Background: an optimization exercise with open tools, aiming at small area, a short achievable clock period and few clock cycles per item. Do not read the settings as production practice.
RTL that was checked went through simulation tests only; none was proved equivalent to the original.
Only the layout flow was run in run 2; the RTL was not checked for function there.
The clock port is modelled as an ideal driver; clocking choices that lean on that would not hold on a real chip.

[design.v]
module ntt_processer (
    input clk,
    input rst,
    input start,
    input [1:0] mode,  
    input is_add_or_sub,
    input [9:0] ram_r_start_offset_A,
    input [9:0] ram_r_start_offset_B,
    input [9:0] ram_w_start_offset,
    input [95:0] ram_rdata,
    output last_cycle,
    output ram_wen,
    output [9:0] ram_raddr,
    output [9:0] ram_waddr,
    output [95:0] ram_wdata,
    output NTT_finish
);
localparam IDLE = 2'd0, RUN = 2'd1, DONE = 2'd2;
reg [1:0] st;
reg [7:0] cnt;
reg       wen_r, fin_r;
reg [1:0] md;
reg       sub_r;
wire [4:0] offA = ram_r_start_offset_A[9:5];
wire [4:0] offB = ram_r_start_offset_B[9:5];
wire [4:0] offW = ram_w_start_offset[9:5];
reg m_intt, m_nt, m_mult, m_as, m_post01, m_post23;
function [4:0] ins;
    input [4:0] p;
    input [2:0] k;
    begin
        case (k)
        3'd1:    ins = {p[4:2], p[0], p[1]};
        3'd2:    ins = {p[4:3], p[0], p[2:1]};
        3'd3:    ins = {p[4], p[0], p[3:1]};
        3'd4:    ins = {p[0], p[4:1]};
        default: ins = p;
        endcase
    end
endfunction
function [2:0] pairbit;
    input       intt;
    input [2:0] pass;
    begin
        if (pass > 3'd4) pairbit = 3'd0;
        else pairbit = intt ? pass : 3'd4 - pass;
    end
endfunction
reg        wen_n, fin_n;
reg  [4:0] wad_n;
always @(posedge clk or posedge rst) begin
    if (rst) begin
        st    <= IDLE;
        cnt   <= 8'd0;
        wen_r <= 1'b0;
        fin_r <= 1'b0;
    end else begin
        case (st)
        IDLE: if (start) begin
            st  <= RUN;
            cnt <= 8'd1;
        end
        RUN: begin
            cnt   <= cnt + 8'd1;
            wen_r <= wen_n;
            if (fin_n) begin
                fin_r <= 1'b1;
                st    <= DONE;
            end
        end
        default: wen_r <= 1'b0;
        endcase
    end
end
always @(posedge clk) begin
    if (st == IDLE) begin
        md       <= mode;
        sub_r    <= is_add_or_sub;
        m_intt   <= (mode == 2'd1);
        m_nt     <= ~mode[1];
        m_mult   <= (mode == 2'd2);
        m_as     <= (mode == 2'd3);
        m_post01 <= (mode == 2'd0);
        m_post23 <= (mode == 2'd0) | (mode == 2'd2);
    end
end
reg [7:0] wc;
always @(posedge clk) begin
    if (st == IDLE)
        case (mode)
        2'd2:    wc <= 8'd240;    
        2'd3:    wc <= 8'd252;    
        default: wc <= 8'd249;    
        endcase
    else
        wc <= wc + 8'd1;
end
always @(*) begin
    case (md)
    2'd2: begin
        wen_n = (wc <= 8'd124) && (wc[1:0] == 2'd0);
        fin_n = (wc == 8'd124);
        wad_n = wc[6:2];
    end
    2'd3: begin
        wen_n = (wc <= 8'd62) && !wc[0];
        fin_n = (wc == 8'd62);
        wad_n = wc[5:1];
    end
    default: begin
        wen_n = (wc <= 8'd223);
        fin_n = (wc == 8'd223);
        wad_n = ins(wc[4:0], pairbit(md[0], wc[7:5]));
    end
    endcase
end
reg [9:0] waddr_r;
always @(posedge clk) waddr_r <= {offW, wad_n};
assign ram_wen    = wen_r;
assign NTT_finish = fin_r;
assign last_cycle = fin_r;
assign ram_waddr  = waddr_r;
wire [2:0] pass = cnt[7:5];
wire [4:0] pos  = cnt[4:0];
wire [4:0] xa   = ins(pos, pairbit(md[0], pass));
wire [7:0] tpos = cnt - 8'd7;
reg [9:0] raddr_r;
reg       ysel_r, f_r;           
reg [5:0] row_r;
reg       sel0_r, sel1_r;
reg [4:0] rb_n, ro_n;
reg [5:0] row_n;
reg       sel0_n, sel1_n;
always @(*) begin
    case (md)
    2'd2: begin
        ro_n = cnt[6:2];
        rb_n = (cnt[1:0] == 2'd0) ? offA : offB;
    end
    2'd3: begin
        ro_n = cnt[5:1];
        rb_n = cnt[0] ? offB : offA;
    end
    default: begin
        ro_n = xa;
        rb_n = (pass == 3'd0) ? offA : offW;
    end
    endcase
    sel0_n = 1'b1;
    sel1_n = 1'b0;
    row_n  = 6'd0;
    if (md == 2'd2) begin
        row_n  = {1'b1, tpos[6:2]};
        sel1_n = tpos[1];
    end else if (md == 2'd1) begin
        case (pass)
        3'd0: row_n = {1'b1, ~xa};
        3'd1: row_n = {2'b01, ~xa[4:1]};
        3'd2: row_n = {3'b001, ~xa[4:2]};
        3'd3: row_n = {4'b0001, ~xa[4:3]};
        3'd4: row_n = {5'b00001, ~xa[4]};
        3'd5: row_n = 6'd1;
        default: begin row_n = 6'd0; sel1_n = 1'b1; end
        endcase
    end else begin
        case (pass)
        3'd0: begin row_n = 6'd0; sel1_n = 1'b1; end
        3'd1: begin row_n = 6'd1; sel0_n = xa[4]; sel1_n = xa[4]; end
        3'd2: begin row_n = {5'd1, xa[4]}; sel0_n = xa[3]; sel1_n = xa[3]; end
        3'd3: begin row_n = {4'd1, xa[4:3]}; sel0_n = xa[2]; sel1_n = xa[2]; end
        3'd4: begin row_n = {3'd1, xa[4:2]}; sel0_n = xa[1]; sel1_n = xa[1]; end
        3'd5: begin row_n = {2'd1, xa[4:1]}; sel0_n = xa[0]; sel1_n = xa[0]; end
        default: begin row_n = {1'b1, xa}; sel0_n = 1'b0; sel1_n = 1'b1; end
        endcase
    end
end
always @(posedge clk) begin
    if (st == IDLE) begin
        raddr_r <= {offA, 5'd0};
        ysel_r  <= 1'b0;
        f_r     <= 1'b0;
        row_r   <= (mode == 2'd1) ? 6'd63 : 6'd0;
        sel0_r  <= 1'b1;
        sel1_r  <= (mode != 2'd1);
    end else begin
        raddr_r <= {rb_n, ro_n};
        ysel_r  <= (pass <= 3'd4) & pos[0];
        f_r     <= pass[0];
        row_r   <= row_n;
        sel0_r  <= sel0_n;
        sel1_r  <= sel1_n;
    end
end
assign ram_raddr = raddr_r;
wire [23:0] rom_q;
twiddle_rom ROM (.row(row_r), .dout(rom_q));
wire [11:0] tw0 = sel0_r ? rom_q[23:12] : rom_q[11:0];
wire [11:0] tw1 = sel1_r ? rom_q[23:12] : rom_q[11:0];
wire [95:0] rd = ram_rdata;
reg  [95:0] RA;
reg  [47:0] RB;
wire ld_a  = m_mult ? (cnt[1:0] == 2'd1) : cnt[0];
wire bsel  = !cnt[0];         
always @(posedge clk) begin
    RA[95:72] <= rd[95:72];
    RA[71:48] <= ld_a ? rd[71:48] : RA[95:72];
    RA[47:24] <= ld_a ? rd[47:24] : m_mult ? RA[71:48] : RA[95:72];
    RA[23:0]  <= ld_a ? rd[23:0]  : m_mult ? RA[47:24] : RA[71:48];
    RB <= rd[95:48];
end
wire [47:0] pu = f_r ? {rd[47:36], rd[35:24], rd[23:12], rd[11:0]}
                     : {rd[71:60], rd[59:48], rd[23:12], rd[11:0]};
wire [47:0] pv = f_r ? {rd[95:84], rd[83:72], rd[71:60], rd[59:48]}
                     : {rd[95:84], rd[83:72], rd[47:36], rd[35:24]};
wire [47:0] bsrc = !m_mult ? (bsel ? rd[47:0] : RB)
                  : {24'd0, (cnt[1:0] == 2'd2) ? rd[23:0] : (cnt[1:0] == 2'd3) ? rd[47:24] :
                            (cnt[1:0] == 2'd0) ? rd[71:48] : RB[47:24]};
reg [11:0] tw_r0, tw_r1;
reg        ysel0, f0;
always @(posedge clk) begin
    tw_r0 <= tw0;
    tw_r1 <= tw1;
    ysel0 <= ysel_r;
    f0    <= f_r;
end
wire [11:0] tw0h, tw1h;
modhalf H0 (.x(tw_r0), .h(tw0h));
modhalf H1 (.x(tw_r1), .h(tw1h));
wire [47:0] sum_w, dif_w, redb_w, uh_w;
reg  [47:0] BA, BB;
reg  [47:0] x1, u1, u2, u3, u3b;
reg  [75:0] y1;                  
reg  [71:0] pl, ph;
reg  [3:0]  n2;
reg  [59:0] sa3, ca3, s3b;
reg  [23:0] r01;
genvar k;
generate
for (k = 0; k < 4; k = k + 1) begin : U
    wire [11:0] ak  = pu[12*k +: 12];
    wire [11:0] bk  = pv[12*k +: 12];
    wire [11:0] twk = (k < 2) ? (m_intt ? tw0h : tw0) : (m_intt ? tw1h : tw1);
    wire        post = (k < 2) ? m_post01 : m_post23;
    wire [11:0] bsum, bdif;
    modblk B (.a(BA[12*k +: 12]), .b(BB[12*k +: 12]), .sum(bsum), .dif(bdif));
    assign sum_w[12*k +: 12] = bsum;
    assign dif_w[12*k +: 12] = bdif;
    wire [11:0] x1n, y1n, u1n;
    if (k == 0) begin
        assign x1n = m_mult ? BA[23:12] : m_intt ? bdif : bk;    
        assign y1n = m_mult ? BA[11:0]  : twk;                   
        assign u1n = m_intt ? bsum : ak;
    end else if (k == 1) begin
        assign x1n = m_mult ? BB[23:12] : m_intt ? bdif : bk;    
        assign y1n = m_mult ? BB[11:0]  : twk;                   
        assign u1n = m_intt ? bsum : ak;
    end else if (k == 2) begin
        assign x1n = m_mult ? sum_w[23:12] : m_intt ? bdif : bk;  
        assign y1n = m_mult ? sum_w[11:0]  : twk;                 
        assign u1n = m_intt ? bsum : ak;
    end else begin
        assign x1n = m_mult ? r01[23:12] : m_intt ? bdif : bk;    
        assign y1n = m_mult ? tw1 : twk;                          
        assign u1n = m_mult ? r01[11:0] : m_intt ? bsum : ak;     
    end
    wire [18:0] y1e;
    booth_enc E (.y(y1n), .e(y1e));
    always @(posedge clk) begin
        x1[12*k +: 12] <= x1n;
        y1[19*k +: 19] <= y1e;
        u1[12*k +: 12] <= u1n;
    end
    wire [17:0] pln, phn;
    wire        n2n;
    booth_mul M (.x(x1[12*k +: 12]), .e(y1[19*k +: 19]), .pl(pln), .ph(phn), .n2(n2n));
    always @(posedge clk) begin
        pl[18*k +: 18] <= pln;
        ph[18*k +: 18] <= phn;
        n2[k]          <= n2n;
        u2[12*k +: 12] <= u1[12*k +: 12];
    end
    wire [14:0] sa, ca;
    reduce_a RA_ (.pl(pl[18*k +: 18]), .ph(ph[18*k +: 18]), .n2(n2[k]), .sa(sa), .ca(ca));
    always @(posedge clk) begin
        sa3[15*k +: 15] <= sa;
        ca3[15*k +: 15] <= ca;
        u3[12*k +: 12]  <= u2[12*k +: 12];
    end
    always @(posedge clk) begin
        s3b[15*k +: 15] <= sa3[15*k +: 15] + ca3[15*k +: 15];
        u3b[12*k +: 12] <= u3[12*k +: 12];
    end
    wire [11:0] rb;
    reduce_b RB_ (.s(s3b[15*k +: 15]), .r(rb));
    assign redb_w[12*k +: 12] = rb;
    wire [11:0] uh;
    modhalf HU_ (.x(u3b[12*k +: 12]), .h(uh));
    assign uh_w[12*k +: 12] = uh;
end
endgenerate
always @(posedge clk) begin
    if (m_post01) begin
        BA[23:0] <= u3b[23:0];
        BB[23:0] <= redb_w[23:0];
    end else if (m_mult) begin
        BA[11:0]  <= bsrc[11:0];
        BB[11:0]  <= bsrc[23:12];
        BA[23:12] <= RA[11:0];
        BB[23:12] <= RA[23:12];
    end else if (m_as) begin
        BA[23:0] <= RA[23:0];
        BB[23:0] <= bsrc[23:0];
    end else begin
        BA[23:0] <= pv[23:0];
        BB[23:0] <= pu[23:0];
    end
    if (m_post23) begin
        BA[47:24] <= u3b[47:24];
        BB[47:24] <= redb_w[47:24];
    end else if (m_as) begin
        BA[47:24] <= RA[47:24];
        BB[47:24] <= bsrc[47:24];
    end else begin
        BA[47:24] <= pv[47:24];
        BB[47:24] <= pu[47:24];
    end
    r01 <= redb_w[23:0];
end
reg [47:0] RU, RT;
always @(posedge clk) begin
    RU <= m_intt ? uh_w : sum_w;
    RT <= m_intt ? redb_w : dif_w;
end
reg ysel1, ysel2, ysel3, ysel4, yselR, f1, f2, f3, f4, fR;
always @(posedge clk) begin
    ysel1 <= ysel0; ysel2 <= ysel1; ysel3 <= ysel2; ysel4 <= ysel3;
    f1 <= f0; f2 <= f1; f3 <= f2; f4 <= f3;
    yselR <= ysel4;
    fR    <= f4;
end
reg  [13:0] c1raw;
always @(posedge clk) c1raw <= {2'b0, BB[35:24]} - {2'b0, r01[11:0]} - {2'b0, r01[23:12]};
wire [13:0] c1a = c1raw + 14'd3329;
wire [13:0] c1b = c1raw + 14'd6658;
wire [11:0] c1  = !c1raw[13] ? c1raw[11:0] : (!c1a[13] ? c1a[11:0] : c1b[11:0]);
wire [11:0] c0 = cnt[0] ? RT[47:36] : RU[47:36];
reg [47:0] HU, HT;
reg        hf;
reg [95:0] WD;
function [95:0] place;
    input        f;
    input [47:0] F0;
    input [47:0] F1;
    begin
        if (f) place = {F1, F0};
        else   place = {F1[47:24], F0[47:24], F1[23:0], F0[23:0]};
    end
endfunction
always @(posedge clk) begin
    hf <= yselR ? hf : fR;
    if (m_mult) begin
        HU <= {HU[35:0], c1};
        HT <= {HT[35:0], HU[47:36]};
        WD <= {HT[11:0], c0, WD[95:24]};
    end else if (m_as) begin
        HU <= RU;
        HT <= RT;
        WD <= {(sub_r ? RT : RU), WD[95:48]};
    end else if (yselR) begin
        HU <= HT;
        HT <= RT;
        WD <= place(hf, HU, RU);
    end else begin
        HU <= RU;
        HT <= RT;
        WD <= place(hf, HU, HT);
    end
end
assign ram_wdata = WD;
endmodule
module modblk (
    input  [11:0] a,
    input  [11:0] b,
    output [11:0] sum,
    output [11:0] dif
);
localparam [12:0] KS = 13'd767;
wire [12:0] a13 = {1'b0, a};
wire [12:0] b13 = {1'b0, b};
wire [12:0] s1  = a13 + b13;
wire [12:0] ks_s = a13 ^ b13 ^ KS;
wire [12:0] ks_c = (a13 & b13) | (a13 & KS) | (b13 & KS);
wire [12:0] s2  = ks_s + {ks_c[11:0], 1'b0};
assign sum = s2[12] ? s2[11:0] : s1[11:0];
localparam [12:0] KD = 13'd3330;
wire [12:0] nb  = ~b13;
wire [12:0] d1  = a13 + nb + 13'd1;
wire [12:0] kd_s = a13 ^ nb ^ KD;
wire [12:0] kd_c = (a13 & nb) | (a13 & KD) | (nb & KD);
wire [12:0] d2  = kd_s + {kd_c[11:0], 1'b0};
assign dif = d1[12] ? d2[11:0] : d1[11:0];
endmodule
module modhalf (
    input  [11:0] x,
    output [11:0] h
);
assign h = {1'b0, x[11:1]} + (x[0] ? 12'd1665 : 12'd0);
endmodule
module modsub3 (
    input  [11:0] r3,
    input  [11:0] r1,
    input  [11:0] r2,
    output [11:0] c
);
wire [13:0] z  = {2'b0, r3} - {2'b0, r1} - {2'b0, r2};
wire [13:0] z1 = z + 14'd3329;
wire [13:0] z2 = z + 14'd6658;
assign c = !z[13] ? z[11:0] : (!z1[13] ? z1[11:0] : z2[11:0]);
endmodule
module booth_enc (
    input  [11:0] y,
    output [18:0] e
);
wire [12:0] ye = {y, 1'b0};
genvar i;
generate
for (i = 0; i < 6; i = i + 1) begin : D
    wire b2 = ye[2*i+2];
    wire b1 = ye[2*i+1];
    wire b0 = ye[2*i];
    assign e[3*i]   = b1 ^ b0;                                   
    assign e[3*i+1] = (b2 & ~b1 & ~b0) | (~b2 & b1 & b0);        
    assign e[3*i+2] = b2 & ~(b1 & b0);                           
end
endgenerate
assign e[18] = y[11];
endmodule
module booth_mul (
    input  [11:0] x,
    input  [18:0] e,
    output [17:0] pl,
    output [17:0] ph,
    output        n2
);
wire [5:0]  neg;
wire [17:0] row [0:5];
genvar i;
generate
for (i = 0; i < 6; i = i + 1) begin : D
    wire one = e[3*i];
    wire two = e[3*i+1];
    assign neg[i] = e[3*i+2];
    wire [12:0] m = one ? {1'b0, x} : two ? {x, 1'b0} : 13'd0;
    assign row[i] = neg[i] ? ~{5'd0, m} : {5'd0, m};
end
endgenerate
wire [17:0] la = row[0];
wire [17:0] lb = {row[1][15:0], 1'b0, neg[0]};
wire [17:0] lc = {row[2][13:0], 1'b0, neg[1], 2'b00};
wire [17:0] ls = la ^ lb ^ lc;
wire [17:0] lk = {(la[16:0] & lb[16:0]) | (la[16:0] & lc[16:0]) | (lb[16:0] & lc[16:0]), 1'b0};
assign pl = ls + lk;
wire [17:0] ha = row[3];
wire [17:0] hb = {row[4][15:0], 1'b0, neg[3]};
wire [17:0] hc = {row[5][13:0], 1'b0, neg[4], 2'b00};
wire [17:0] hd = {(e[18] ? x : 12'd0), 1'b0, neg[5], 4'b0000};
wire [17:0] hs1 = ha ^ hb ^ hc;
wire [17:0] hk1 = {(ha[16:0] & hb[16:0]) | (ha[16:0] & hc[16:0]) | (hb[16:0] & hc[16:0]), 1'b0};
wire [17:0] hs2 = hs1 ^ hk1 ^ hd;
wire [17:0] hk2 = {(hs1[16:0] & hk1[16:0]) | (hs1[16:0] & hd[16:0]) | (hk1[16:0] & hd[16:0]), 1'b0};
assign ph = hs2 + hk2;
assign n2 = neg[2];
endmodule
module reduce_a (input [17:0] pl, input [17:0] ph, input n2, output [14:0] sa, output [14:0] ca);
wire [11:0] t6;
wire [63:0] t6_c0 = 64'h5a52d2962d696b4a;
assign t6[0] = t6_c0[pl[17:12]];
wire [63:0] t6_c1 = 64'hc93649b29b24d926;
assign t6[1] = t6_c1[pl[17:12]];
wire [63:0] t6_c2 = 64'h38f1c78e78e3c71e;
assign t6[2] = t6_c2[pl[17:12]];
wire [63:0] t6_c3 = 64'h07f03f81f81fc0fe;
assign t6[3] = t6_c3[pl[17:12]];
wire [63:0] t6_c4 = 64'h000fff80f8003ffe;
assign t6[4] = t6_c4[pl[17:12]];
wire [63:0] t6_c5 = 64'h0000007f07fffffe;
assign t6[5] = t6_c5[pl[17:12]];
wire [63:0] t6_c6 = 64'h00000000fffffffe;
assign t6[6] = t6_c6[pl[17:12]];
wire [63:0] t6_c7 = 64'h00000000fffffffe;
assign t6[7] = t6_c7[pl[17:12]];
wire [63:0] t6_c8 = 64'h5a52d296d29694b4;
assign t6[8] = t6_c8[pl[17:12]];
wire [63:0] t6_c9 = 64'hc93649b249b24d92;
assign t6[9] = t6_c9[pl[17:12]];
wire [63:0] t6_c10 = 64'h62a315181518a8c4;
assign t6[10] = t6_c10[pl[17:12]];
wire [63:0] t6_c11 = 64'h8cc4662366233118;
assign t6[11] = t6_c11[pl[17:12]];
wire [11:0] t12;
wire [15:0] t12_c0 = 16'h6b4a;
assign t12[0] = t12_c0[ph[9:6]];
wire [15:0] t12_c1 = 16'hd926;
assign t12[1] = t12_c1[ph[9:6]];
wire [15:0] t12_c2 = 16'hc71e;
assign t12[2] = t12_c2[ph[9:6]];
wire [15:0] t12_c3 = 16'hc0fe;
assign t12[3] = t12_c3[ph[9:6]];
wire [15:0] t12_c4 = 16'h3ffe;
assign t12[4] = t12_c4[ph[9:6]];
wire [15:0] t12_c5 = 16'hfffe;
assign t12[5] = t12_c5[ph[9:6]];
wire [15:0] t12_c6 = 16'hfffe;
assign t12[6] = t12_c6[ph[9:6]];
wire [15:0] t12_c7 = 16'hfffe;
assign t12[7] = t12_c7[ph[9:6]];
wire [15:0] t12_c8 = 16'h94b4;
assign t12[8] = t12_c8[ph[9:6]];
wire [15:0] t12_c9 = 16'h4d92;
assign t12[9] = t12_c9[ph[9:6]];
wire [15:0] t12_c10 = 16'ha8c4;
assign t12[10] = t12_c10[ph[9:6]];
wire [15:0] t12_c11 = 16'h3118;
assign t12[11] = t12_c11[ph[9:6]];
wire [11:0] t16;
wire [15:0] t16_c0 = 16'he38e;
assign t16[0] = t16_c0[ph[13:10]];
wire [15:0] t16_c1 = 16'h03f0;
assign t16[1] = t16_c1[ph[13:10]];
wire [15:0] t16_c2 = 16'h56aa;
assign t16[2] = t16_c2[ph[13:10]];
wire [15:0] t16_c3 = 16'hce66;
assign t16[3] = t16_c3[ph[13:10]];
wire [15:0] t16_c4 = 16'h94b4;
assign t16[4] = t16_c4[ph[13:10]];
wire [15:0] t16_c5 = 16'h4d92;
assign t16[5] = t16_c5[ph[13:10]];
wire [15:0] t16_c6 = 16'hc38e;
assign t16[6] = t16_c6[ph[13:10]];
wire [15:0] t16_c7 = 16'hc07e;
assign t16[7] = t16_c7[ph[13:10]];
wire [15:0] t16_c8 = 16'hdc70;
assign t16[8] = t16_c8[ph[13:10]];
wire [15:0] t16_c9 = 16'hdf80;
assign t16[9] = t16_c9[ph[13:10]];
wire [15:0] t16_c10 = 16'h6924;
assign t16[10] = t16_c10[ph[13:10]];
wire [15:0] t16_c11 = 16'h2492;
assign t16[11] = t16_c11[ph[13:10]];
wire [11:0] t20;
wire [15:0] t20_c0 = 16'h5554;
assign t20[0] = t20_c0[ph[17:14]];
wire [15:0] t20_c1 = 16'h6666;
assign t20[1] = t20_c1[ph[17:14]];
wire [15:0] t20_c2 = 16'hd2d2;
assign t20[2] = t20_c2[ph[17:14]];
wire [15:0] t20_c3 = 16'h9b64;
assign t20[3] = t20_c3[ph[17:14]];
wire [15:0] t20_c4 = 16'h1c78;
assign t20[4] = t20_c4[ph[17:14]];
wire [15:0] t20_c5 = 16'h1f80;
assign t20[5] = t20_c5[ph[17:14]];
wire [15:0] t20_c6 = 16'h4aaa;
assign t20[6] = t20_c6[ph[17:14]];
wire [15:0] t20_c7 = 16'hc666;
assign t20[7] = t20_c7[ph[17:14]];
wire [15:0] t20_c8 = 16'hc1e0;
assign t20[8] = t20_c8[ph[17:14]];
wire [15:0] t20_c9 = 16'h3fe0;
assign t20[9] = t20_c9[ph[17:14]];
wire [15:0] t20_c10 = 16'h001e;
assign t20[10] = t20_c10[ph[17:14]];
wire [15:0] t20_c11 = 16'hfffe;
assign t20[11] = t20_c11[ph[17:14]];
wire [14:0] o0 = {3'd0, pl[11:0]};
wire [14:0] o1 = {3'd0, ph[5:0], 1'b0, n2, 4'd0};
wire [14:0] o2 = {3'd0, t6};
wire [14:0] o3 = {3'd0, t12};
wire [14:0] o4 = {3'd0, t16};
wire [14:0] o5 = {3'd0, t20};
wire [14:0] s1 = o0 ^ o1 ^ o2;
wire [14:0] c1 = {(o0[13:0] & o1[13:0]) | (o0[13:0] & o2[13:0]) | (o1[13:0] & o2[13:0]), 1'b0};
wire [14:0] s2 = o3 ^ o4 ^ o5;
wire [14:0] c2 = {(o3[13:0] & o4[13:0]) | (o3[13:0] & o5[13:0]) | (o4[13:0] & o5[13:0]), 1'b0};
wire [14:0] s3 = s1 ^ c1 ^ s2;
wire [14:0] c3 = {(s1[13:0] & c1[13:0]) | (s1[13:0] & s2[13:0]) | (c1[13:0] & s2[13:0]), 1'b0};
assign sa = s3 ^ c3 ^ c2;
assign ca = {(s3[13:0] & c3[13:0]) | (s3[13:0] & c2[13:0]) | (c3[13:0] & c2[13:0]), 1'b0};
endmodule
module reduce_b (input [14:0] s, output [11:0] r);
wire [12:0] t3;
wire [7:0] t3_c0 = 8'h4a;
assign t3[0] = t3_c0[s[14:12]];
wire [7:0] t3_c1 = 8'h26;
assign t3[1] = t3_c1[s[14:12]];
wire [7:0] t3_c2 = 8'h1e;
assign t3[2] = t3_c2[s[14:12]];
wire [7:0] t3_c3 = 8'hfe;
assign t3[3] = t3_c3[s[14:12]];
wire [7:0] t3_c4 = 8'hfe;
assign t3[4] = t3_c4[s[14:12]];
wire [7:0] t3_c5 = 8'hfe;
assign t3[5] = t3_c5[s[14:12]];
wire [7:0] t3_c6 = 8'hfe;
assign t3[6] = t3_c6[s[14:12]];
wire [7:0] t3_c7 = 8'hfe;
assign t3[7] = t3_c7[s[14:12]];
wire [7:0] t3_c8 = 8'hb4;
assign t3[8] = t3_c8[s[14:12]];
wire [7:0] t3_c9 = 8'h92;
assign t3[9] = t3_c9[s[14:12]];
wire [7:0] t3_c10 = 8'hc4;
assign t3[10] = t3_c10[s[14:12]];
wire [7:0] t3_c11 = 8'h18;
assign t3[11] = t3_c11[s[14:12]];
wire [7:0] t3_c12 = 8'h00;
assign t3[12] = t3_c12[s[14:12]];
wire [13:0] t3q;
wire [7:0] t3q_c0 = 8'hb5;
assign t3q[0] = t3q_c0[s[14:12]];
wire [7:0] t3q_c1 = 8'h93;
assign t3q[1] = t3q_c1[s[14:12]];
wire [7:0] t3q_c2 = 8'h8f;
assign t3q[2] = t3q_c2[s[14:12]];
wire [7:0] t3q_c3 = 8'h7f;
assign t3q[3] = t3q_c3[s[14:12]];
wire [7:0] t3q_c4 = 8'hff;
assign t3q[4] = t3q_c4[s[14:12]];
wire [7:0] t3q_c5 = 8'hff;
assign t3q[5] = t3q_c5[s[14:12]];
wire [7:0] t3q_c6 = 8'hff;
assign t3q[6] = t3q_c6[s[14:12]];
wire [7:0] t3q_c7 = 8'hff;
assign t3q[7] = t3q_c7[s[14:12]];
wire [7:0] t3q_c8 = 8'h4a;
assign t3q[8] = t3q_c8[s[14:12]];
wire [7:0] t3q_c9 = 8'hd9;
assign t3q[9] = t3q_c9[s[14:12]];
wire [7:0] t3q_c10 = 8'h72;
assign t3q[10] = t3q_c10[s[14:12]];
wire [7:0] t3q_c11 = 8'h9c;
assign t3q[11] = t3q_c11[s[14:12]];
wire [7:0] t3q_c12 = 8'hff;
assign t3q[12] = t3q_c12[s[14:12]];
wire [7:0] t3q_c13 = 8'hff;
assign t3q[13] = t3q_c13[s[14:12]];
wire [13:0] t3qq;
wire [7:0] t3qq_c0 = 8'h4a;
assign t3qq[0] = t3qq_c0[s[14:12]];
wire [7:0] t3qq_c1 = 8'hd9;
assign t3qq[1] = t3qq_c1[s[14:12]];
wire [7:0] t3qq_c2 = 8'hc7;
assign t3qq[2] = t3qq_c2[s[14:12]];
wire [7:0] t3qq_c3 = 8'h3f;
assign t3qq[3] = t3qq_c3[s[14:12]];
wire [7:0] t3qq_c4 = 8'hff;
assign t3qq[4] = t3qq_c4[s[14:12]];
wire [7:0] t3qq_c5 = 8'hff;
assign t3qq[5] = t3qq_c5[s[14:12]];
wire [7:0] t3qq_c6 = 8'hff;
assign t3qq[6] = t3qq_c6[s[14:12]];
wire [7:0] t3qq_c7 = 8'hff;
assign t3qq[7] = t3qq_c7[s[14:12]];
wire [7:0] t3qq_c8 = 8'hb5;
assign t3qq[8] = t3qq_c8[s[14:12]];
wire [7:0] t3qq_c9 = 8'h6c;
assign t3qq[9] = t3qq_c9[s[14:12]];
wire [7:0] t3qq_c10 = 8'ha9;
assign t3qq[10] = t3qq_c10[s[14:12]];
wire [7:0] t3qq_c11 = 8'hce;
assign t3qq[11] = t3qq_c11[s[14:12]];
wire [7:0] t3qq_c12 = 8'h10;
assign t3qq[12] = t3qq_c12[s[14:12]];
wire [7:0] t3qq_c13 = 8'hff;
assign t3qq[13] = t3qq_c13[s[14:12]];
wire [12:0] c0 = {1'b0, s[11:0]} + t3;
wire [13:0] c1 = {2'b0, s[11:0]} + t3q;
wire [13:0] c2 = {2'b0, s[11:0]} + t3qq;
assign r = !c2[13] ? c2[11:0] : (!c1[13] ? c1[11:0] : c0[11:0]);
endmodule
module twiddle_rom (input [5:0] row, output [23:0] dout);
wire [23:0] t;
wire [63:0] t_c0 = 64'h8e767fb7b36f62a9;
assign t[0] = t_c0[row];
wire [63:0] t_c1 = 64'h7edc1582df10b654;
assign t[1] = t_c1[row];
wire [63:0] t_c2 = 64'hcd36efc61f0ea412;
assign t[2] = t_c2[row];
wire [63:0] t_c3 = 64'h5008d000ed944388;
assign t[3] = t_c3[row];
wire [63:0] t_c4 = 64'hff674c691c62f286;
assign t[4] = t_c4[row];
wire [63:0] t_c5 = 64'hd5df1f4c4acf87d8;
assign t[5] = t_c5[row];
wire [63:0] t_c6 = 64'had2642eeb8284c6c;
assign t[6] = t_c6[row];
wire [63:0] t_c7 = 64'h1ba27bf8ec3e9c60;
assign t[7] = t_c7[row];
wire [63:0] t_c8 = 64'ha286bc906fe1d708;
assign t[8] = t_c8[row];
wire [63:0] t_c9 = 64'hb92357c61250a4ce;
assign t[9] = t_c9[row];
wire [63:0] t_c10 = 64'h34130d34ac869218;
assign t[10] = t_c10[row];
wire [63:0] t_c11 = 64'h49e822a8516a4c46;
assign t[11] = t_c11[row];
wire [63:0] t_c12 = 64'h607ccb2711d9c933;
assign t[12] = t_c12[row];
wire [63:0] t_c13 = 64'hce910994c9897194;
assign t[13] = t_c13[row];
wire [63:0] t_c14 = 64'h7d3e3a58c60adb74;
assign t[14] = t_c14[row];
wire [63:0] t_c15 = 64'h90190eebb1b35572;
assign t[15] = t_c15[row];
wire [63:0] t_c16 = 64'h58772f0615b2ccfe;
assign t[16] = t_c16[row];
wire [63:0] t_c17 = 64'hdcfd4ff05cf0dc54;
assign t[17] = t_c17[row];
wire [63:0] t_c18 = 64'hcd2d2bff0aa3229f;
assign t[18] = t_c18[row];
wire [63:0] t_c19 = 64'h102786a5a31203c3;
assign t[19] = t_c19[row];
wire [63:0] t_c20 = 64'h481474808f95eb38;
assign t[20] = t_c20[row];
wire [63:0] t_c21 = 64'h48e88f97b4b2e0bd;
assign t[21] = t_c21[row];
wire [63:0] t_c22 = 64'h330a030841920ad3;
assign t[22] = t_c22[row];
wire [63:0] t_c23 = 64'hc48778d35c0c7142;
assign t[23] = t_c23[row];
assign dout = t;
endmodule
[flow/run.sh]
#!/bin/bash
# Layout flow: the standard ORFS flow (standard.sh), with two extra
# setup-repair steps run through ORFS's own hooks: flow/post_cts.tcl after
# clock tree synthesis (POST_CTS_TCL) and flow/post_grt.tcl after global
# routing (POST_GLOBAL_ROUTE_TCL).  They repair setup timing against a
# tighter target than the clock period, so that the achieved period shrinks.
# Synthesis, constraints and clock period are unchanged.  Each tool's output
# is logged in this folder (standard.log; ORFS's per-step logs under orfs/).
set -euo pipefail
export POST_CTS_TCL="$PWD/flow/post_cts.tcl"
export POST_GLOBAL_ROUTE_TCL="$PWD/flow/post_grt.tcl"
bash standard.sh > standard.log 2>&1
[flow/post_cts.tcl]
# Sourced by ORFS cts.tcl (POST_CTS_TCL) after its own timing repair.
# Repair setup timing as if the required slack were 9.2 ns of the 13 ns period
# (a ~3.8 ns target): sizes up gates, buffers and swaps pins; the design's
# logic and registers are unchanged.
puts "post_cts: extra setup repair"
report_worst_slack -max
report_design_area
repair_timing -setup -setup_margin 9.2 -repair_tns 100 -skip_gate_cloning
set result [catch { detailed_placement } msg]
if { $result != 0 } {
  error "post_cts: detailed placement failed: $msg"
}
check_placement -verbose
estimate_parasitics -placement
report_worst_slack -max
report_design_area
[flow/post_grt.tcl]
# Sourced by ORFS global_route.tcl (POST_GLOBAL_ROUTE_TCL) before it writes
# the global-routed design: one more setup repair against the ~3.8 ns target,
# now with global-routing parasitics, then the incremental global route and
# legalisation that ORFS itself uses after a repair.
puts "post_grt: extra setup repair"
estimate_parasitics -global_routing
report_worst_slack -max
report_design_area
repair_timing -setup -setup_margin 9.2 -repair_tns 100 -skip_gate_cloning
global_route -start_incremental
detailed_placement
global_route -end_incremental
estimate_parasitics -global_routing
repair_timing -hold
global_route -start_incremental
detailed_placement
global_route -end_incremental
check_placement -verbose
estimate_parasitics -global_routing
report_worst_slack -max
report_worst_slack -min
report_design_area
[standard.sh]
#!/bin/bash
# synth_recipe.tcl (not shown) runs the flow's synth.tcl, then flattens the netlist and writes it again
# the make line also repeats each setting of config.mk as NAME=value (left out here)
make -C /OpenROAD-flow-scripts/flow DESIGN_CONFIG=/design/flow/config.mk WORK_HOME=/design/flow/orfs CLKGATE_MAP_FILE= SYNTH_SCRIPT=/design/flow/synth_recipe.tcl "${@:-finish}"
[config.mk]
export PLATFORM = sky130hd
export DESIGN_NAME = ntt_processer
export DESIGN_NICKNAME = ntt_processer
export VERILOG_FILES = /design/flow/design.v
export SDC_FILE = /design/flow/constraint.sdc
export NUM_CORES = 8
export LEC_CHECK = 0
export CAP_MARGIN = 30
export CORE_MARGIN = 2
export CORE_UTILIZATION = 40
export CTS_CLUSTER_DIAMETER = 80
export CTS_CLUSTER_SIZE = 20
export PLACE_DENSITY = 0.6
export SLEW_MARGIN = 30
[constraint.sdc]
create_clock -name core_clock -period 13.0 [get_ports {clk}]
set_input_delay 2.6000 -clock core_clock [delete_from_list [all_inputs] [get_ports {clk}]]
set_output_delay 2.6000 -clock core_clock [all_outputs]
set_load 0.01 [all_outputs]
==> notes.md, run 1 <==
* Drt drc at 0
* Core box area at 227500 um2
* Most frequent cells in the layout: nand2_1 (1052), dfxtp_1 (982), inv_1 (980)
* Top cells by area, synth: dfxtp_1 (27%), ha_1 (11%), fa_1 (8.4%)
* EDFF count, synth at 9
* WP data required at 10.40 ns
* First-pass GRT wire length at 460.8 mm
* Worst R2R Path Depth at 17
* Cell variety after synth at 108
* Max stage delay on crit path at 0.42 ns
* Slew @ Worst Pin at 1.070 ns
* Critical Path Stages at 1
* Num ports at 251
* Setup CP Type: reg2out
* CP endpoint kind: primary output
* Die height at 482.3 um
* Die X at 482.3 um
* Synth async-reset ratio at 0.9516%
* Synth area leader: dfxtp_1
* Period utilisation layout at 30.19%
* Cells after Synth at 10780
* Post-DRT Antenna Nets at 0
* DIE AREA at 232600 um2
* Filler instances at 21730
* Register-to-register setup slack at 9.09 ns
* Commonest non-fill, non-tap cell in the layout: nand2_1
* Pre-antenna DRT Iters at 6
* Relative slew slack at 28.17%
* Layout cells sized above 1 at 15.78%
* Setup crit start kind: register
* Storage cell area at 26010 um2
* Syn Nets at 12090
* Hold Crit Class: reg2reg
* Routed wire length at 314.3 mm
* Gpl congestion at 0.9774
* Hold Vio Cnt, Final at 0
* Number of global-route vias before repair at 72730
* Crit path capture: NTT_finish
* Initial antenna violation count at 81
* Critical-path maximum fanout at 3
* Critical R2R Launch: y1[48]
* Syn avg cell area at 8.491 um2
* Synth Flop Type: dfxtp_1
* Row cnt at 175
* Crit path buffers/inverters at 1
* Max-slew violation count at 0
* Final #Nets at 12230
* Starting DRT DRC Count at 7490
* Post-Syn Area at 91490 um2
* Period minus WS final at 3.925 ns
* Vias per inst at 5.565
* Multi-input gate area at 63120 um2
* Clk_skew at 0.04719 ns
* Worst r2r dst: ph[52]
* Slowest-stage cell, CP: dfrtp_1
* Total of max-cap violations at 0
* HPWL Detailed at 238.5 mm
* GRT Overall Usage at 25.81%
* Synth top area share at 27.13%
* TritonCTS clock tree: built
* Buffers on Ports at 235
* Yosys Warn Count at 2
* Initial core utilization at 40.22%
* Outcome: complete, no violations
* DR vias at 78040
* Clock Latency Late Sink at 0.78 ns
* Delay-heaviest family, CP: flip-flops
* FF+latch count, synth at 1261
* Seq/Total Area, Yosys at 27.76%
* Largest net degree at the start of global routing at 252
* Overflow after GRT at 0
* Critical Path, Cell by Cell: clkbuf_2
* Crit path launch: fin_r
* Clock sink count at 1261
* Layout area overhead at 15.69%
* Clock transition at the registers of the reported paths at 0.08 ns
* # setup viols final at 0
* Hold_ws at 0.3105 ns
* WL/cell at 22.41 um
* Setup total negative slack at 0 ns
* Worst EP arrival at 1.32 ns
* Peak Freq at 254.8 MHz
==> logic make-up after synthesis <==
group                      after synthesis  share of synthesized area [%]
AOI/OAI and AO/OA                     2655                          17.97
and+or+nand+nor                       2498                          11.80
buffers and inverters                 1619                          6.732
DFF                                   1261                          27.76
adders and majority gates             1179                          19.29
xor gates and xnor gates               819                          7.848
muxes                                  744                          8.609
==> synth_stat cells, drive strengths merged (21+ instances only) <==
cell type / n
dfxtp: 1240
nand2: 1060
inv: 1021
o21ai: 817
ha: 793
nor2: 784
a21oi: 744
xnor2: 616
mux2i: 530
clkbuf: 464
fa: 386
xor2: 203
mux2: 200
a211oi: 162
a22oi: 152
nor3: 149
buf: 127
nor2b: 123
nand3: 116
a21o: 107
o211ai: 90
nand2b: 77
o21bai: 75
a31oi: 66
o21a: 52
o22ai: 49
and3: 48
o31ai: 44
and2: 40
a221oi: 36
a21boi: 35
a31o: 29
or3: 23
a311oi: 21
==> worst reg2reg max path, cell delays in order (launching register included) <==
cell	delay (ns)
dfxtp_4	0.35
nor2b_4	0.13
a22oi_2	0.18
xnor2_2	0.09
fa_1	0.50
inv_1	0.05
fa_1	0.48
ha_4	0.28
a21o_1	0.17
a21oi_2	0.16
o21bai_1	0.11
a21oi_2	0.19
o21bai_2	0.11
a211oi_2	0.30
o21ai_2	0.10
a31o_2	0.26
a21oi_2	0.17
xnor2_2	0.17
==> worst min-delay path by stage <==
stage                       from      to  slack [ns]  cells after the start
after floorplan               f0      f1        0.31                      0
after global placement     u1[7]   u2[7]        0.31                      0
after detailed placement  u1[15]  u2[15]        0.31                      0
final                      u2[1]   u3[1]        0.31                      0
==> per-stage QoR <==
stage                     util, %  instances  instance area [um2]  setup slack (ns)
after floorplan                 -      10780                91490             8.554
after global placement      42.16      13500                95920             7.826
after detailed placement    42.17      13500                95940             7.927
final                       46.53      14020               105800             9.075
==> state kept, by name (all words and copies together) (netlist names), 52 cells and up <==
name / count
ph: 72
pl: 72
sa3: 52
WD: 96
RA: 73
s3b: 60
y1: 76
==> metal layers <==
| layer | part of all wire [%] | track usage [%] |
|---|---|---|
| met1 | 45 | 36.08 |
| met2 | 44 | 39.68 |
| met3 | 8.8 | 6.038 |
| met4 | 2.9 | 6.967 |
| met5 | 0.15 | 0 |
==> area by class of cell <==
| class | instances | area share [%] |
|---|---|---|
| clock inverters | 46 | 0.5544 |
| diodes | 40 | 0.09457 |
| inverters | 1028 | 3.686 |
| clock buffers | 101 | 2.276 |
| repair buffers | 642 | 5.630 |
| well taps | 3009 | 3.557 |
| multi-input cells | 7895 | 59.63 |
| flip-flops and latches | 1261 | 24.57 |
Testbench counts, summed over its fixed seeds: cycles 31,288, ops 192.
==> inputs of run 2 (changes only) <==
--- a/design.v
+++ b/design.v
@@ -232,7 +232,7 @@
 reg  [75:0] y1;                  
 reg  [71:0] pl, ph;
 reg  [3:0]  n2;
-reg  [59:0] sa3, ca3, s3b;
+reg  [55:0] sa3, ca3, s3b;
 reg  [23:0] r01;
 genvar k;
 generate
@@ -279,19 +279,19 @@
         n2[k]          <= n2n;
         u2[12*k +: 12] <= u1[12*k +: 12];
     end
-    wire [14:0] sa, ca;
+    wire [13:0] sa, ca;
     reduce_a RA_ (.pl(pl[18*k +: 18]), .ph(ph[18*k +: 18]), .n2(n2[k]), .sa(sa), .ca(ca));
     always @(posedge clk) begin
-        sa3[15*k +: 15] <= sa;
-        ca3[15*k +: 15] <= ca;
+        sa3[14*k +: 14] <= sa;
+        ca3[14*k +: 14] <= ca;
         u3[12*k +: 12]  <= u2[12*k +: 12];
     end
     always @(posedge clk) begin
-        s3b[15*k +: 15] <= sa3[15*k +: 15] + ca3[15*k +: 15];
+        s3b[14*k +: 14] <= sa3[14*k +: 14] + ca3[14*k +: 14];
         u3b[12*k +: 12] <= u3[12*k +: 12];
     end
     wire [11:0] rb;
-    reduce_b RB_ (.s(s3b[15*k +: 15]), .r(rb));
+    reduce_b RB_ (.s(s3b[14*k +: 14]), .r(rb));
     assign redb_w[12*k +: 12] = rb;
     wire [11:0] uh;
     modhalf HU_ (.x(u3b[12*k +: 12]), .h(uh));
@@ -471,212 +471,152 @@
 assign ph = hs2 + hk2;
 assign n2 = neg[2];
 endmodule
-module reduce_a (input [17:0] pl, input [17:0] ph, input n2, output [14:0] sa, output [14:0] ca);
-wire [11:0] t6;
-wire [63:0] t6_c0 = 64'h5a52d2962d696b4a;
-assign t6[0] = t6_c0[pl[17:12]];
-wire [63:0] t6_c1 = 64'hc93649b29b24d926;
-assign t6[1] = t6_c1[pl[17:12]];
-wire [63:0] t6_c2 = 64'h38f1c78e78e3c71e;
-assign t6[2] = t6_c2[pl[17:12]];
-wire [63:0] t6_c3 = 64'h07f03f81f81fc0fe;
-assign t6[3] = t6_c3[pl[17:12]];
-wire [63:0] t6_c4 = 64'h000fff80f8003ffe;
-assign t6[4] = t6_c4[pl[17:12]];
-wire [63:0] t6_c5 = 64'h0000007f07fffffe;
-assign t6[5] = t6_c5[pl[17:12]];
-wire [63:0] t6_c6 = 64'h00000000fffffffe;
-assign t6[6] = t6_c6[pl[17:12]];
-wire [63:0] t6_c7 = 64'h00000000fffffffe;
-assign t6[7] = t6_c7[pl[17:12]];
-wire [63:0] t6_c8 = 64'h5a52d296d29694b4;
-assign t6[8] = t6_c8[pl[17:12]];
-wire [63:0] t6_c9 = 64'hc93649b249b24d92;
-assign t6[9] = t6_c9[pl[17:12]];
-wire [63:0] t6_c10 = 64'h62a315181518a8c4;
-assign t6[10] = t6_c10[pl[17:12]];
-wire [63:0] t6_c11 = 64'h8cc4662366233118;
-assign t6[11] = t6_c11[pl[17:12]];
+module reduce_a (input [17:0] pl, input [17:0] ph, input n2, output [13:0] sa, output [13:0] ca);
+wire [23:0] p = {{6{pl[17]}}, pl} + {ph, 6'd0};
 wire [11:0] t12;
-wire [15:0] t12_c0 = 16'h6b4a;
-assign t12[0] = t12_c0[ph[9:6]];
-wire [15:0] t12_c1 = 16'hd926;
-assign t12[1] = t12_c1[ph[9:6]];
-wire [15:0] t12_c2 = 16'hc71e;
-assign t12[2] = t12_c2[ph[9:6]];
-wire [15:0] t12_c3 = 16'hc0fe;
-assign t12[3] = t12_c3[ph[9:6]];
-wire [15:0] t12_c4 = 16'h3ffe;
-assign t12[4] = t12_c4[ph[9:6]];
-wire [15:0] t12_c5 = 16'hfffe;
-assign t12[5] = t12_c5[ph[9:6]];
-wire [15:0] t12_c6 = 16'hfffe;
-assign t12[6] = t12_c6[ph[9:6]];
-wire [15:0] t12_c7 = 16'hfffe;
-assign t12[7] = t12_c7[ph[9:6]];
-wire [15:0] t12_c8 = 16'h94b4;
-assign t12[8] = t12_c8[ph[9:6]];
-wire [15:0] t12_c9 = 16'h4d92;
-assign t12[9] = t12_c9[ph[9:6]];
-wire [15:0] t12_c10 = 16'ha8c4;
-assign t12[10] = t12_c10[ph[9:6]];
-wire [15:0] t12_c11 = 16'h3118;
-assign t12[11] = t12_c11[ph[9:6]];
+wire [31:0] t12_c0 = 32'h6b4a6b4a;
+assign t12[0] = t12_c0[{n2, p[15:12]}];
+wire [31:0] t12_c1 = 32'hd926d926;
+assign t12[1] = t12_c1[{n2, p[15:12]}];
+wire [31:0] t12_c2 = 32'hc71ec71e;
+assign t12[2] = t12_c2[{n2, p[15:12]}];
+wire [31:0] t12_c3 = 32'hc0fec0fe;
+assign t12[3] = t12_c3[{n2, p[15:12]}];
+wire [31:0] t12_c4 = 32'hc0013ffe;
+assign t12[4] = t12_c4[{n2, p[15:12]}];
+wire [31:0] t12_c5 = 32'hc000fffe;
+assign t12[5] = t12_c5[{n2, p[15:12]}];
+wire [31:0] t12_c6 = 32'hc000fffe;
+assign t12[6] = t12_c6[{n2, p[15:12]}];
+wire [31:0] t12_c7 = 32'hc000fffe;
+assign t12[7] = t12_c7[{n2, p[15:12]}];
+wire [31:0] t12_c8 = 32'hab4a94b4;
+assign t12[8] = t12_c8[{n2, p[15:12]}];
+wire [31:0] t12_c9 = 32'h59264d92;
+assign t12[9] = t12_c9[{n2, p[15:12]}];
+wire [31:0] t12_c10 = 32'hac54a8c4;
+assign t12[10] = t12_c10[{n2, p[15:12]}];
+wire [31:0] t12_c11 = 32'h31983118;
+assign t12[11] = t12_c11[{n2, p[15:12]}];
 wire [11:0] t16;
 wire [15:0] t16_c0 = 16'he38e;
-assign t16[0] = t16_c0[ph[13:10]];
+assign t16[0] = t16_c0[p[19:16]];
 wire [15:0] t16_c1 = 16'h03f0;
-assign t16[1] = t16_c1[ph[13:10]];
+assign t16[1] = t16_c1[p[19:16]];
 wire [15:0] t16_c2 = 16'h56aa;
-assign t16[2] = t16_c2[ph[13:10]];
+assign t16[2] = t16_c2[p[19:16]];
 wire [15:0] t16_c3 = 16'hce66;
-assign t16[3] = t16_c3[ph[13:10]];
+assign t16[3] = t16_c3[p[19:16]];
 wire [15:0] t16_c4 = 16'h94b4;
-assign t16[4] = t16_c4[ph[13:10]];
+assign t16[4] = t16_c4[p[19:16]];
 wire [15:0] t16_c5 = 16'h4d92;
-assign t16[5] = t16_c5[ph[13:10]];
+assign t16[5] = t16_c5[p[19:16]];
 wire [15:0] t16_c6 = 16'hc38e;
-assign t16[6] = t16_c6[ph[13:10]];
+assign t16[6] = t16_c6[p[19:16]];
 wire [15:0] t16_c7 = 16'hc07e;
-assign t16[7] = t16_c7[ph[13:10]];
+assign t16[7] = t16_c7[p[19:16]];
 wire [15:0] t16_c8 = 16'hdc70;
-assign t16[8] = t16_c8[ph[13:10]];
+assign t16[8] = t16_c8[p[19:16]];
 wire [15:0] t16_c9 = 16'hdf80;
-assign t16[9] = t16_c9[ph[13:10]];
+assign t16[9] = t16_c9[p[19:16]];
 wire [15:0] t16_c10 = 16'h6924;
-assign t16[10] = t16_c10[ph[13:10]];
+assign t16[10] = t16_c10[p[19:16]];
 wire [15:0] t16_c11 = 16'h2492;
-assign t16[11] = t16_c11[ph[13:10]];
+assign t16[11] = t16_c11[p[19:16]];
 wire [11:0] t20;
-wire [15:0] t20_c0 = 16'h5554;
-assign t20[0] = t20_c0[ph[17:14]];
-wire [15:0] t20_c1 = 16'h6666;
-assign t20[1] = t20_c1[ph[17:14]];
-wire [15:0] t20_c2 = 16'hd2d2;
-assign t20[2] = t20_c2[ph[17:14]];
+wire [15:0] t20_c0 = 16'h9554;
+assign t20[0] = t20_c0[p[23:20]];
+wire [15:0] t20_c1 = 16'ha666;
+assign t20[1] = t20_c1[p[23:20]];
+wire [15:0] t20_c2 = 16'h12d2;
+assign t20[2] = t20_c2[p[23:20]];
 wire [15:0] t20_c3 = 16'h9b64;
-assign t20[3] = t20_c3[ph[17:14]];
-wire [15:0] t20_c4 = 16'h1c78;
-assign t20[4] = t20_c4[ph[17:14]];
-wire [15:0] t20_c5 = 16'h1f80;
-assign t20[5] = t20_c5[ph[17:14]];
-wire [15:0] t20_c6 = 16'h4aaa;
-assign t20[6] = t20_c6[ph[17:14]];
-wire [15:0] t20_c7 = 16'hc666;
-assign t20[7] = t20_c7[ph[17:14]];
-wire [15:0] t20_c8 = 16'hc1e0;
-assign t20[8] = t20_c8[ph[17:14]];
+assign t20[3] = t20_c3[p[23:20]];
+wire [15:0] t20_c4 = 16'h9c78;
+assign t20[4] = t20_c4[p[23:20]];
+wire [15:0] t20_c5 = 16'h9f80;
+assign t20[5] = t20_c5[p[23:20]];
+wire [15:0] t20_c6 = 16'h0aaa;
+assign t20[6] = t20_c6[p[23:20]];
+wire [15:0] t20_c7 = 16'h0666;
+assign t20[7] = t20_c7[p[23:20]];
+wire [15:0] t20_c8 = 16'h01e0;
+assign t20[8] = t20_c8[p[23:20]];
 wire [15:0] t20_c9 = 16'h3fe0;
-assign t20[9] = t20_c9[ph[17:14]];
+assign t20[9] = t20_c9[p[23:20]];
 wire [15:0] t20_c10 = 16'h001e;
-assign t20[10] = t20_c10[ph[17:14]];
-wire [15:0] t20_c11 = 16'hfffe;
-assign t20[11] = t20_c11[ph[17:14]];
-wire [14:0] o0 = {3'd0, pl[11:0]};
-wire [14:0] o1 = {3'd0, ph[5:0], 1'b0, n2, 4'd0};
-wire [14:0] o2 = {3'd0, t6};
-wire [14:0] o3 = {3'd0, t12};
-wire [14:0] o4 = {3'd0, t16};
-wire [14:0] o5 = {3'd0, t20};
-wire [14:0] s1 = o0 ^ o1 ^ o2;
-wire [14:0] c1 = {(o0[13:0] & o1[13:0]) | (o0[13:0] & o2[13:0]) | (o1[13:0] & o2[13:0]), 1'b0};
-wire [14:0] s2 = o3 ^ o4 ^ o5;
-wire [14:0] c2 = {(o3[13:0] & o4[13:0]) | (o3[13:0] & o5[13:0]) | (o4[13:0] & o5[13:0]), 1'b0};
-wire [14:0] s3 = s1 ^ c1 ^ s2;
-wire [14:0] c3 = {(s1[13:0] & c1[13:0]) | (s1[13:0] & s2[13:0]) | (c1[13:0] & s2[13:0]), 1'b0};
-assign sa = s3 ^ c3 ^ c2;
-assign ca = {(s3[13:0] & c3[13:0]) | (s3[13:0] & c2[13:0]) | (c3[13:0] & c2[13:0]), 1'b0};
+assign t20[10] = t20_c10[p[23:20]];
+wire [15:0] t20_c11 = 16'h3ffe;
+assign t20[11] = t20_c11[p[23:20]];
+wire [13:0] o0 = {2'd0, p[11:0]};
+wire [13:0] o1 = {2'd0, t12};
+wire [13:0] o2 = {2'd0, t16};
+wire [13:0] o3 = {2'd0, t20};
+wire [13:0] s1 = o0 ^ o1 ^ o2;
+wire [13:0] c1 = {(o0[12:0] & o1[12:0]) | (o0[12:0] & o2[12:0]) | (o1[12:0] & o2[12:0]), 1'b0};
+assign sa = s1 ^ c1 ^ o3;
+assign ca = {(s1[12:0] & c1[12:0]) | (s1[12:0] & o3[12:0]) | (c1[12:0] & o3[12:0]), 1'b0};
 endmodule
-module reduce_b (input [14:0] s, output [11:0] r);
+module reduce_b (input [13:0] s, output [11:0] r);
 wire [12:0] t3;
-wire [7:0] t3_c0 = 8'h4a;
-assign t3[0] = t3_c0[s[14:12]];
-wire [7:0] t3_c1 = 8'h26;
-assign t3[1] = t3_c1[s[14:12]];
-wire [7:0] t3_c2 = 8'h1e;
-assign t3[2] = t3_c2[s[14:12]];
-wire [7:0] t3_c3 = 8'hfe;
-assign t3[3] = t3_c3[s[14:12]];
-wire [7:0] t3_c4 = 8'hfe;
-assign t3[4] = t3_c4[s[14:12]];
-wire [7:0] t3_c5 = 8'hfe;
-assign t3[5] = t3_c5[s[14:12]];
-wire [7:0] t3_c6 = 8'hfe;
-assign t3[6] = t3_c6[s[14:12]];
-wire [7:0] t3_c7 = 8'hfe;
-assign t3[7] = t3_c7[s[14:12]];
-wire [7:0] t3_c8 = 8'hb4;
-assign t3[8] = t3_c8[s[14:12]];
-wire [7:0] t3_c9 = 8'h92;
-assign t3[9] = t3_c9[s[14:12]];
-wire [7:0] t3_c10 = 8'hc4;
-assign t3[10] = t3_c10[s[14:12]];
-wire [7:0] t3_c11 = 8'h18;
-assign t3[11] = t3_c11[s[14:12]];
-wire [7:0] t3_c12 = 8'h00;
-assign t3[12] = t3_c12[s[14:12]];
+wire [3:0] t3_c0 = 4'ha;
+assign t3[0] = t3_c0[s[13:12]];
+wire [3:0] t3_c1 = 4'h6;
+assign t3[1] = t3_c1[s[13:12]];
+wire [3:0] t3_c2 = 4'he;
+assign t3[2] = t3_c2[s[13:12]];
+wire [3:0] t3_c3 = 4'he;
+assign t3[3] = t3_c3[s[13:12]];
+wire [3:0] t3_c4 = 4'he;
+assign t3[4] = t3_c4[s[13:12]];
+wire [3:0] t3_c5 = 4'he;
+assign t3[5] = t3_c5[s[13:12]];
+wire [3:0] t3_c6 = 4'he;
+assign t3[6] = t3_c6[s[13:12]];
+wire [3:0] t3_c7 = 4'he;
+assign t3[7] = t3_c7[s[13:12]];
+wire [3:0] t3_c8 = 4'h4;
+assign t3[8] = t3_c8[s[13:12]];
+wire [3:0] t3_c9 = 4'h2;
+assign t3[9] = t3_c9[s[13:12]];
+wire [3:0] t3_c10 = 4'h4;
+assign t3[10] = t3_c10[s[13:12]];
+wire [3:0] t3_c11 = 4'h8;
+assign t3[11] = t3_c11[s[13:12]];
+wire [3:0] t3_c12 = 4'h0;
+assign t3[12] = t3_c12[s[13:12]];
 wire [13:0] t3q;
-wire [7:0] t3q_c0 = 8'hb5;
-assign t3q[0] = t3q_c0[s[14:12]];
-wire [7:0] t3q_c1 = 8'h93;
-assign t3q[1] = t3q_c1[s[14:12]];
-wire [7:0] t3q_c2 = 8'h8f;
-assign t3q[2] = t3q_c2[s[14:12]];
-wire [7:0] t3q_c3 = 8'h7f;
-assign t3q[3] = t3q_c3[s[14:12]];
-wire [7:0] t3q_c4 = 8'hff;
-assign t3q[4] = t3q_c4[s[14:12]];
-wire [7:0] t3q_c5 = 8'hff;
-assign t3q[5] = t3q_c5[s[14:12]];
-wire [7:0] t3q_c6 = 8'hff;
-assign t3q[6] = t3q_c6[s[14:12]];
-wire [7:0] t3q_c7 = 8'hff;
-assign t3q[7] = t3q_c7[s[14:12]];
-wire [7:0] t3q_c8 = 8'h4a;
-assign t3q[8] = t3q_c8[s[14:12]];
-wire [7:0] t3q_c9 = 8'hd9;
-assign t3q[9] = t3q_c9[s[14:12]];
-wire [7:0] t3q_c10 = 8'h72;
-assign t3q[10] = t3q_c10[s[14:12]];
-wire [7:0] t3q_c11 = 8'h9c;
-assign t3q[11] = t3q_c11[s[14:12]];
-wire [7:0] t3q_c12 = 8'hff;
-assign t3q[12] = t3q_c12[s[14:12]];
-wire [7:0] t3q_c13 = 8'hff;
-assign t3q[13] = t3q_c13[s[14:12]];
-wire [13:0] t3qq;
-wire [7:0] t3qq_c0 = 8'h4a;
-assign t3qq[0] = t3qq_c0[s[14:12]];
-wire [7:0] t3qq_c1 = 8'hd9;
-assign t3qq[1] = t3qq_c1[s[14:12]];
-wire [7:0] t3qq_c2 = 8'hc7;
-assign t3qq[2] = t3qq_c2[s[14:12]];
-wire [7:0] t3qq_c3 = 8'h3f;
-assign t3qq[3] = t3qq_c3[s[14:12]];
-wire [7:0] t3qq_c4 = 8'hff;
-assign t3qq[4] = t3qq_c4[s[14:12]];
-wire [7:0] t3qq_c5 = 8'hff;
-assign t3qq[5] = t3qq_c5[s[14:12]];
-wire [7:0] t3qq_c6 = 8'hff;
-assign t3qq[6] = t3qq_c6[s[14:12]];
-wire [7:0] t3qq_c7 = 8'hff;
-assign t3qq[7] = t3qq_c7[s[14:12]];
-wire [7:0] t3qq_c8 = 8'hb5;
-assign t3qq[8] = t3qq_c8[s[14:12]];
-wire [7:0] t3qq_c9 = 8'h6c;
-assign t3qq[9] = t3qq_c9[s[14:12]];
-wire [7:0] t3qq_c10 = 8'ha9;
-assign t3qq[10] = t3qq_c10[s[14:12]];
-wire [7:0] t3qq_c11 = 8'hce;
-assign t3qq[11] = t3qq_c11[s[14:12]];
-wire [7:0] t3qq_c12 = 8'h10;
-assign t3qq[12] = t3qq_c12[s[14:12]];
-wire [7:0] t3qq_c13 = 8'hff;
-assign t3qq[13] = t3qq_c13[s[14:12]];
+wire [3:0] t3q_c0 = 4'h5;
+assign t3q[0] = t3q_c0[s[13:12]];
+wire [3:0] t3q_c1 = 4'h3;
+assign t3q[1] = t3q_c1[s[13:12]];
+wire [3:0] t3q_c2 = 4'hf;
+assign t3q[2] = t3q_c2[s[13:12]];
+wire [3:0] t3q_c3 = 4'hf;
+assign t3q[3] = t3q_c3[s[13:12]];
+wire [3:0] t3q_c4 = 4'hf;
+assign t3q[4] = t3q_c4[s[13:12]];
+wire [3:0] t3q_c5 = 4'hf;
+assign t3q[5] = t3q_c5[s[13:12]];
+wire [3:0] t3q_c6 = 4'hf;
+assign t3q[6] = t3q_c6[s[13:12]];
+wire [3:0] t3q_c7 = 4'hf;
+assign t3q[7] = t3q_c7[s[13:12]];
+wire [3:0] t3q_c8 = 4'ha;
+assign t3q[8] = t3q_c8[s[13:12]];
+wire [3:0] t3q_c9 = 4'h9;
+assign t3q[9] = t3q_c9[s[13:12]];
+wire [3:0] t3q_c10 = 4'h2;
+assign t3q[10] = t3q_c10[s[13:12]];
+wire [3:0] t3q_c11 = 4'hc;
+assign t3q[11] = t3q_c11[s[13:12]];
+wire [3:0] t3q_c12 = 4'hf;
+assign t3q[12] = t3q_c12[s[13:12]];
+wire [3:0] t3q_c13 = 4'hf;
+assign t3q[13] = t3q_c13[s[13:12]];
 wire [12:0] c0 = {1'b0, s[11:0]} + t3;
 wire [13:0] c1 = {2'b0, s[11:0]} + t3q;
-wire [13:0] c2 = {2'b0, s[11:0]} + t3qq;
-assign r = !c2[13] ? c2[11:0] : (!c1[13] ? c1[11:0] : c0[11:0]);
+assign r = !c1[13] ? c1[11:0] : c0[11:0];
 endmodule
 module twiddle_rom (input [5:0] row, output [23:0] dout);
 wire [23:0] t;
==> flow/post_cts.tcl (replaced) <==
# Sourced by ORFS cts.tcl (POST_CTS_TCL) after its own timing repair.
# Repair setup timing as if the required slack were 9 ns of the 13 ns period
# (a ~4 ns target): sizes up gates, buffers and swaps pins; the design's
# logic and registers are unchanged.
puts "post_cts: extra setup repair"
report_worst_slack -max
report_design_area
repair_timing -setup -setup_margin 9 -repair_tns 100 -skip_gate_cloning
set result [catch { detailed_placement } msg]
if { $result != 0 } {
  error "post_cts: detailed placement failed: $msg"
}
check_placement -verbose
estimate_parasitics -placement
report_worst_slack -max
report_design_area
--- a/flow/post_grt.tcl
+++ b/flow/post_grt.tcl
@@ -1,12 +1,12 @@
 # Sourced by ORFS global_route.tcl (POST_GLOBAL_ROUTE_TCL) before it writes
-# the global-routed design: one more setup repair against the ~3.8 ns target,
+# the global-routed design: one more setup repair against the ~4 ns target,
 # now with global-routing parasitics, then the incremental global route and
 # legalisation that ORFS itself uses after a repair.
 puts "post_grt: extra setup repair"
 estimate_parasitics -global_routing
 report_worst_slack -max
 report_design_area
-repair_timing -setup -setup_margin 9.2 -repair_tns 100 -skip_gate_cloning
+repair_timing -setup -setup_margin 9 -repair_tns 100 -skip_gate_cloning
 global_route -start_incremental
 detailed_placement
 global_route -end_incremental
==> run 2 against run 1 <==
  * Global-route usage down 0.78 points
  * Sequential share of layout area rose by 0.75 points
  * Via count is 4.9% lower
  * Design area shrank 4.4%
  * Still clean on timing, DRC and antenna
  * Sequential cell count is 4 lower
==> notes.md, run 2 <==
* Initial antenna violation count at 70 (-14%)
* Max-slew violation count at 0 (unchanged)
* Delay-heaviest family, CP: adder cells
* Synth Flop Type: dfxtp_1
* Relative slew slack at 29.16% (+0.99 points)
* WP data required at 13.62 ns (+3.22 ns)
* Number of non-filler instances in the completed layout at 13340 (-4.8%)
* Setup crit start kind: register
* Overflow after GRT at 0 (unchanged)
* Inst Count DP at 12920 (-4.3%)
* Clk_skew at 0.08399 ns (+0.03680 ns)
* Routed wire length at 293.4 mm (-6.6%)
* Total of max-cap violations at 0 (unchanged)
* Num ports at 251 (unchanged)
* Outcome: complete, no violations
* Largest net degree at the start of global routing at 185 (-27%)
* Clock Latency Late Sink at 0.78 ns (about the same)
* TritonCTS clock tree: built
* Syn Nets at 11410 (-5.6%)
* Clock sink count at 1257 (-0.32%)
* Layout cells sized above 1 at 12.77% (-3.0 points)
* FF+latch count, synth at 1257 (-0.32%)
* Hold Crit Class: reg2reg
* HPWL Detailed at 224.7 mm (-5.8%)
* Core box area at 219700 um2 (-3.4%)
* Hold Crit Start: u2[4]
* GRT Overall Usage at 25.03% (-0.78 points)
* WL/cell at 21.99 um (-1.9%)
* Met3 Usage GRT at 4.285% (-1.8 points)
* Setup CP Type: reg2reg
* Synth top area share at 27.97% (+0.84 points)
* # setup viols final at 0 (unchanged)
* Top cells by area, synth: dfxtp_1 (28%), ha_1 (11%), fa_1 (7.0%)
* Hold Vio Cnt, Final at 0 (unchanged)
* Pre-antenna DRT Iters at 9 (+3)
* Crit path buffers/inverters at 2 (+1)
* Drt drc at 0 (unchanged)
* Gpl congestion at 0.9794 (+0.20%)
* Most common cell in the netlist: dfxtp_1
* GRT Max-Usage Layer: met2
* Number of global-route vias before repair at 70150 (-3.6%)
* Cells after Synth at 10170 (-5.6%)
* EDFF count, synth at 9 (unchanged)
* Starting DRT DRC Count at 7045 (-5.9%)
* Critical-path maximum fanout at 14 (+11)
* DR vias at 74210 (-4.9%)
* Worst R2R Path Depth at 14 (-3)
* Max stage delay on crit path at 0.52 ns (+0.10 ns)
* Max FFs per register at 96 (unchanged)
* Cell variety after synth at 115 (+6.5%)
* Period utilisation layout at 31.42% (+1.2 points)
* Met2 usage at 39.03% (-0.65 points)
* Die X at 474.3 um (-1.7%)
* Critical R2R Launch: ph[0]
* Vias per inst at 5.561 (about the same)
* Slew @ Worst Pin at 1.063 ns (-0.007630 ns)
* DIE AREA at 224900 um2 (-3.3%)
* Hold EP: u3[4]
* Commonest non-fill, non-tap cell in the layout: dfxtp_1
* Seq/Total Area, Yosys at 28.62% (+0.86 points)
* Most frequent cells in the layout: dfxtp_1 (1086), nand2_1 (979), inv_1 (810)
* Die height at 474.3 um (-1.7%)
* Setup total negative slack at 0 ns (unchanged)
==> run 2: layout make-up <==
| class | instances | area (um2) | share of cell area, % |
|---|---|---|---|
| antenna | 37 | 92.59 | 0.09148 |
| clock buffer | 106 | 2365 | 2.337 |
| clock inverter | 42 | 549.3 | 0.5427 |
| inverter | 877 | 3348 | 3.308 |
| multi-input combinational | 7528 | 60400 | 59.68 |
| sequential | 1257 | 25630 | 25.33 |
| tap | 2958 | 3701 | 3.657 |
| timing repair buffer | 538 | 5125 | 5.064 |
==> run 2: metrics by stage <==
stage               area [um2]  utilization, %  hold WS, ns  worst slack (ns)
detailed placement       93080           42.36       0.3121             7.748
floorplan                88460               -       0.3096             8.584
global placement         93030           42.34       0.3098             7.777
finish                  101200           46.06       0.3224             8.916
==> run 2: kinds of logic after synthesis <==
group	share of synthesized area [%]
buffers and inverters	6.045
AO/OA/AOI/OAI	16.82
XOR/XNOR	8.436
adder cells (fa/ha/maj)	18.33
multiplexers	9.793
flip-flops	28.62
AND/OR/NAND/NOR	11.97
==> run 2: metal layers <==
layer	up-vias	part of all wire (%)
met2	2905	44
met5	-	0.072
met3	502	8.1
met4	34	4.5
li1	35010	-
met1	35760	44
==> run 2: worst max path at each step <==
stage               startpoint  slack [ns]  endpoint  cells after the start
finish                   ph[0]        8.92   sa3[10]                     14
detailed placement    row_r[2]        7.75    y1[12]                     11
global placement      row_r[2]        7.78    y1[12]                     11
floorplan               y1[11]        8.58    ph[16]                     16

[separate check: timing with driven ports]
How much do the figures lean on ideal ports? The routed layouts below were timed once more, with nothing changed but the port constraints.
Step 1 sets driving cells, clkbuf_16 on the clock port and buf_2 on the other inputs (assumed; they add their load-dependent delay and slew).
Step 2 also shifts input and output timing later by t, the mid clock arrival at the registers, as if the neighbouring blocks saw the same clock.
Three values: no drivers, after step 1, after step 2; two values: the first two.
| run | t (ns) | slack for setup (ns) | clock arrival spread, ns |
|---|---|---|---|
| run 1 | 0.843 | 9.075 / 8.987 / 8.319 | 0.048 / 0.048 |
| run 2 | 0.824 | 8.916 / 8.859 / 8.269 | 0.094 / 0.095 |
After both steps setup and hold are still met in every run listed. The setup slack of run 1, which loses most, moves by -0.088 ns with the drivers and by -0.756 ns with both steps.
